Source: an optimization exercise on an open RTL-to-GDS flow (aim: small area and a short achievable clock period). Production flows keep margins and buffers that such runs may drop.
At most, simulation tests tie the RTL to the original design; equivalence was not proved.
Power is estimated from default activity; no workload was simulated.

Setup of before:
Design core_pipeline, start of the top module:
module core_pipeline
    #(
      parameter ADDRESS_SIZE = 10,
      parameter DATA_SIZE = 32
     )
    (
    input wire i_clk,
    input wire i_rst_n,
    input wire i_sys_stop,
    input wire i_sys_start,
    input wire signed [DATA_SIZE - 1:0] i_data,
    input wire [15:0] i_instruction,
    output wire o_read,
    output wire o_write,
    output wire [ADDRESS_SIZE - 1:0] o_address,
    output wire signed [DATA_SIZE - 1:0] o_data,
    output wire [ADDRESS_SIZE - 1:0] o_program_counter
    );
clock: 7.0 ns
lec_check: 0
cap_margin: 20
core_margin: 2
core_utilization: 40
place_density: 0.45
setup_slack_margin: 2.0
slew_margin: 20
synth_hierarchical: 1
buffer_ports_args: -buffer_cell sky130_fd_sc_hd__buf_4
standard.sh (not shown) runs the stock make flow with config.mk's settings and CLKGATE_MAP_FILE= SYNTH_SCRIPT=/design/flow/synth_recipe.tcl, a recipe that flattens the netlist after the stock synthesis.
==> flow/flow/run.sh <==
#!/bin/bash
# Layout flow: the standard flow (standard.sh, unchanged synthesis),
# with the port buffers made of buf_4 cells instead of the slow delay-cell
# buffers the resizer otherwise picks (and cannot resize away).
set -euo pipefail
echo 'export BUFFER_PORTS_ARGS = -buffer_cell sky130_fd_sc_hd__buf_4' >> config.mk
bash standard.sh > standard_flow.log 2>&1
before was carried through to the last stage, and its layout satisfied the timing, design-rule and antenna checks.
Here is what was changed in the inputs of after compared with before.
--- a/flow/design.v
+++ b/flow/design.v
@@ -1,26 +1,24 @@
 `timescale 1ns / 1ps
 module rf_read_port
     #(parameter DATA_SIZE = 32)
     (
     input wire [8 * DATA_SIZE - 1:0] i_rf,
-    input wire [2:0] i_idx,
+    input wire [7:0] i_sel,
     input wire i_fwd_res,
-    input wire i_fwd_ld,
     input wire [DATA_SIZE - 1:0] i_wr_result,
     output reg [DATA_SIZE - 1:0] o_value
     );
     integer k;
     always @(*)
     begin
         o_value = {DATA_SIZE{i_fwd_res}} & i_wr_result;
         for (k = 0; k < 8; k = k + 1)
-            o_value = o_value |
-                ({DATA_SIZE{~i_fwd_res & ~i_fwd_ld & (i_idx == k)}} & i_rf[k * DATA_SIZE +: DATA_SIZE]);
+            o_value = o_value | ({DATA_SIZE{i_sel[k]}} & i_rf[k * DATA_SIZE +: DATA_SIZE]);
     end
 endmodule
 module late_operand
     #(parameter DATA_SIZE = 32)
     (
     input wire [DATA_SIZE - 1:0] i_value,
     input wire i_ld,
     input wire [DATA_SIZE - 1:0] i_data,
@@ -180,39 +178,42 @@
     wire ex_we = (g_alu & ~ir[9]) | g_brl | i_loadc | i_load;
     wire [2:0] ex_dest = g_mem ? ir[10:8] : ir[8:6];
     wire [15:0] ir_rd = r_ir_read;
     wire [2:0] rd_idx_p = ir_rd[2:0];
     wire [2:0] rd_idx_q = (ir_rd[15:14] == 2'b11) ? ir_rd[5:3] :
                           (ir_rd[15:14] == 2'b00) ? ir_rd[10:8] : ir_rd[8:6];
     wire rd_fwd_p = ex_we & (ex_dest == rd_idx_p);
     wire rd_fwd_q = ex_we & (ex_dest == rd_idx_q);
-    reg [2:0] r_idx_q;
+    reg [7:0] r_sel_p, r_sel_q;
     reg r_fwd_p_res, r_fwd_p_ld, r_fwd_q_res, r_fwd_q_ld;
+    integer s;
     always @(posedge i_clk)
     begin
         if (~r_sys_halt)
         begin
-            r_idx_q <= rd_idx_q;
+            for (s = 0; s < 8; s = s + 1)
+            begin
+                r_sel_p[s] <= ~rd_fwd_p & (rd_idx_p == s);
+                r_sel_q[s] <= ~rd_fwd_q & (rd_idx_q == s);
+            end
             r_fwd_p_res <= rd_fwd_p & ~i_load;
             r_fwd_p_ld <= rd_fwd_p & i_load;
             r_fwd_q_res <= rd_fwd_q & ~i_load;
             r_fwd_q_ld <= rd_fwd_q & i_load;
         end
     end
-    wire [2:0] idx_p = ir[2:0];
-    wire [2:0] idx_q = r_idx_q;
     wire [8 * DATA_SIZE - 1:0] rf_flat = {r_rf[7], r_rf[6], r_rf[5], r_rf[4],
                                           r_rf[3], r_rf[2], r_rf[1], r_rf[0]};
     wire [DATA_SIZE - 1:0] rf_p, rf_q, op_p, op_q;
     rf_read_port #(.DATA_SIZE(DATA_SIZE)) READ_P (
-        .i_rf(rf_flat), .i_idx(idx_p), .i_fwd_res(r_fwd_p_res), .i_fwd_ld(r_fwd_p_ld),
+        .i_rf(rf_flat), .i_sel(r_sel_p), .i_fwd_res(r_fwd_p_res),
         .i_wr_result(r_wr_result), .o_value(rf_p));
     rf_read_port #(.DATA_SIZE(DATA_SIZE)) READ_Q (
-        .i_rf(rf_flat), .i_idx(idx_q), .i_fwd_res(r_fwd_q_res), .i_fwd_ld(r_fwd_q_ld),
+        .i_rf(rf_flat), .i_sel(r_sel_q), .i_fwd_res(r_fwd_q_res),
         .i_wr_result(r_wr_result), .o_value(rf_q));
     late_operand #(.DATA_SIZE(DATA_SIZE)) OP_P (
         .i_value(rf_p), .i_ld(r_fwd_p_ld), .i_data(i_data), .o_value(op_p));
     late_operand #(.DATA_SIZE(DATA_SIZE)) OP_Q (
         .i_value(rf_q), .i_ld(r_fwd_q_ld), .i_data(i_data), .o_value(op_q));
     wire [DATA_SIZE - 1:0] w_wr_value = r_wr_load ? i_data : r_wr_result;
     wire sub = ~ir[13] & ir[12];
     wire [DATA_SIZE - 1:0] sum, g0, p0, n0;
==> run notes <==
Cmp after and before / compound-gate portion of the synthesized area / lower: before
Diff before -> after: number of optimization iterations in the first detailed-route pass now sits higher; clock group share of total power now sits higher; total power now sits lower; post-synthesis adder-cell area fraction now sits at about the same level.
Worst hold slack for after is lower than for before.
For non-clock inverter instance count of the final layout, dividing the value from before by the value from after gives 1.5.
Diff before -> after: synthesized cell count now smaller, register fraction of the total cell area now larger, mean instance size in the synthesized netlist now larger.
No functional check of the RTL was part of any run of this note.

========
Another version of the RTL of core_pipeline (not shown whole).
Size: roughly 2600 cells after synthesis, ~110 I/O pins, about 23000 um^2 of cells after synthesis.
clock: 7.0 ns
lec_check: 0
cap_margin: 20
core_margin: 2
core_utilization: 55
place_density: 0.65
setup_slack_margin: 3.6
slew_margin: 20
synth_hierarchical: 1
tns_end_percent: 0
buffer_ports_args: -buffer_cell sky130_fd_sc_hd__buf_2
==> flow/flow/run.sh <==
#!/bin/bash
# Layout flow: the standard flow (standard.sh, unchanged synthesis),
# with the port buffers made of buf_2 cells instead of the slow delay-cell
# buffers the resizer otherwise picks (and cannot resize away).
set -euo pipefail
echo 'export BUFFER_PORTS_ARGS = -buffer_cell sky130_fd_sc_hd__buf_2' >> config.mk
bash standard.sh > standard_flow.log 2>&1
Then changed:
--- a/flow/design.v
+++ b/flow/design.v
@@ -1,28 +1,39 @@
 `timescale 1ns / 1ps
 module rf_read_port
-    #(parameter DATA_SIZE = 32)
+    #(parameter DATA_SIZE = 32, parameter GATED = 32)
     (
     input wire [8 * DATA_SIZE - 1:0] i_rf,
     input wire [7:0] i_sel,
     input wire i_fwd_res,
     input wire [DATA_SIZE - 1:0] i_wr_result,
     input wire i_fwd_ld,
     input wire [DATA_SIZE - 1:0] i_data,
-    output reg [DATA_SIZE - 1:0] o_value
+    input wire i_en,
+    output reg [DATA_SIZE - 1:0] o_value,
+    output wire [GATED - 1:0] o_gated
     );
     integer k;
     always @(*)
     begin
         o_value = ({DATA_SIZE{i_fwd_res}} & i_wr_result) | ({DATA_SIZE{i_fwd_ld}} & i_data);
         for (k = 0; k < 8; k = k + 1)
             o_value = o_value | ({DATA_SIZE{i_sel[k]}} & i_rf[k * DATA_SIZE +: DATA_SIZE]);
     end
+    assign o_gated = {GATED{i_en}} & o_value[GATED - 1:0];
+endmodule
+module zero_detect
+    #(parameter DATA_SIZE = 32)
+    (
+    input wire [DATA_SIZE - 1:0] i_x,
+    output wire o_zero
+    );
+    assign o_zero = ~|i_x;
 endmodule
 module add_unit
     #(parameter DATA_SIZE = 32)
     (
     input wire [DATA_SIZE - 1:0] i_q,
     input wire [DATA_SIZE - 1:0] i_p,
     input wire i_sub,
     output wire [DATA_SIZE - 1:0] o_sum,
     output wire [DATA_SIZE - 1:0] o_and,
@@ -343,24 +354,26 @@
             r_fwd_p_res <= rd_fwd_p & ~i_load;
             r_fwd_p_ld <= rd_fwd_p & i_load;
             r_fwd_q_res <= rd_fwd_q & ~i_load;
             r_fwd_q_ld <= rd_fwd_q & i_load;
         end
     end
     wire [8 * DATA_SIZE - 1:0] rf_flat = {r_rf[7], r_rf[6], r_rf[5], r_rf[4],
                                           r_rf[3], r_rf[2], r_rf[1], r_rf[0]};
     wire [DATA_SIZE - 1:0] op_p, op_q;
-    rf_read_port #(.DATA_SIZE(DATA_SIZE)) READ_P (
+    wire [DATA_SIZE - 1:0] w_data_out;
+    wire [ADDRESS_SIZE - 1:0] w_address_out;
+    rf_read_port #(.DATA_SIZE(DATA_SIZE), .GATED(DATA_SIZE)) READ_P (
         .i_rf(rf_flat), .i_sel(r_sel_p), .i_fwd_res(r_fwd_p_res), .i_wr_result(r_wr_result),
-        .i_fwd_ld(r_fwd_p_ld), .i_data(i_data), .o_value(op_p));
-    rf_read_port #(.DATA_SIZE(DATA_SIZE)) READ_Q (
+        .i_fwd_ld(r_fwd_p_ld), .i_data(i_data), .i_en(i_store), .o_value(op_p), .o_gated(w_data_out));
+    rf_read_port #(.DATA_SIZE(DATA_SIZE), .GATED(ADDRESS_SIZE)) READ_Q (
         .i_rf(rf_flat), .i_sel(r_sel_q), .i_fwd_res(r_fwd_q_res), .i_wr_result(r_wr_result),
-        .i_fwd_ld(r_fwd_q_ld), .i_data(i_data), .o_value(op_q));
+        .i_fwd_ld(r_fwd_q_ld), .i_data(i_data), .i_en(i_load | i_store), .o_value(op_q), .o_gated(w_address_out));
     wire [DATA_SIZE - 1:0] w_wr_value = r_wr_load ? i_data : r_wr_result;
     wire sub = ~ir[13] & ir[12];
     wire [DATA_SIZE - 1:0] sum, g0, p0, n0;
     add_unit #(.DATA_SIZE(DATA_SIZE)) ADDER (
         .i_q(op_q), .i_p(op_p), .i_sub(sub),
         .o_sum(sum), .o_and(g0), .o_xor(p0), .o_nor(n0));
     wire lg_a = i_logic & (ir[11] ? ir[12] : ~ir[12]);                       
     wire lg_x = i_logic & (ir[12] ? ~(ir[11] | ir[10]) : (ir[11] | ir[10]));  
     wire lg_n = i_logic & ir[12];                                             
@@ -383,28 +396,30 @@
     wire s_fill = i_shr & ir[5] & sh_fill;
     wire [DATA_SIZE - 1:0] s_shr_v = {{(DATA_SIZE - 8){s_shr}}, {8{s_shr & ~i_loadc}}};
     wire [DATA_SIZE - 1:0] result =
         ({DATA_SIZE{s_add}} & sum) |
         ({DATA_SIZE{lg_a}} & g0) | ({DATA_SIZE{lg_x}} & p0) | ({DATA_SIZE{lg_n}} & n0) |
         (s_shr_v & sh_r) | ({DATA_SIZE{s_shl}} & rev(sh_r)) |
         {{(DATA_SIZE - 8){s_fill}}, {8{s_fill}} | ({8{i_loadc}} & ir[7:0])};
     assign o_read = i_load;
     assign o_write = i_store;
-    assign o_address = (i_load | i_store) ? op_q[ADDRESS_SIZE - 1:0] : {ADDRESS_SIZE{1'b0}};
-    assign o_data = i_store ? op_p : {DATA_SIZE{1'b0}};
+    assign o_address = w_address_out;   
+    assign o_data = w_data_out;         
+    wire q_zero;
+    zero_detect #(.DATA_SIZE(DATA_SIZE)) Q_ZERO (.i_x(op_q), .o_zero(q_zero));
     reg cond;
     always @(*)
     begin
         case (ir[11:9])
             3'd0: cond = op_q[DATA_SIZE - 1];
             3'd1: cond = ~op_q[DATA_SIZE - 1];
-            3'd2: cond = op_q == 0;
-            3'd3: cond = op_q != 0;
+            3'd2: cond = q_zero;
+            3'd3: cond = ~q_zero;
             default: cond = 1'b0;
         endcase
     end
     wire take = g_ctrl & (~ir[12] | cond);
     wire [ADDRESS_SIZE - 1:0] target = ir[13] ? op_p[ADDRESS_SIZE - 1:0] :
         r_pc + {{(ADDRESS_SIZE - 6){ir[5]}}, ir[5:0]};
     always @(posedge i_clk, negedge i_rst_n)
     begin
         if (~i_rst_n)
After rerunning: The changed run ran to the end with no violations. Power is higher by 9.3%. Worst hold slack is better by 0.022 ns. Final cell count is higher by 1.8%. Critical path depth is higher by 4. Fmax is lower by 5.3%. Clock-buffer cell count is higher by 5. Design area is lower by 1.2%. Wire length is higher by 1.4%.
No functional check of the RTL was part of the second run of this note.

==> port drivers added, routing unchanged <==
No port has a modelled driver above. Below, the same layouts with a new extraction and two added sets of constraints.
Step 1, drivers: a clkbuf_16 drives i_clk and a buf_2 each remaining input, both assumed.
Step 2 moves the port delays by t, midway between the first and last clock arrival at a register: inputs arrive t later, outputs are due t later. That takes back most of the time a late clock gives input paths.
Three values: no drivers, after step 1, after step 2; two values: the first two.
run | t, ns | setup WS [ns] | worst slew at a driven data input, ns
before | 0.651 | 2.108 / 2.108 / 2.108 | 0.06
after | 0.659 | 2.214 / 2.214 / 2.080 | 0.10
the first run of note 2 | 0.637 | 3.081 / 3.021 / 2.475 | 0.12
the second run of note 2 | 0.638 | 2.863 / 2.869 / 2.265 | 0.14
After both steps every run listed still meets setup and hold. For the first run of note 2, which loses most, drivers alone change the setup slack by -0.060 ns; drivers and shift together by -0.606 ns.
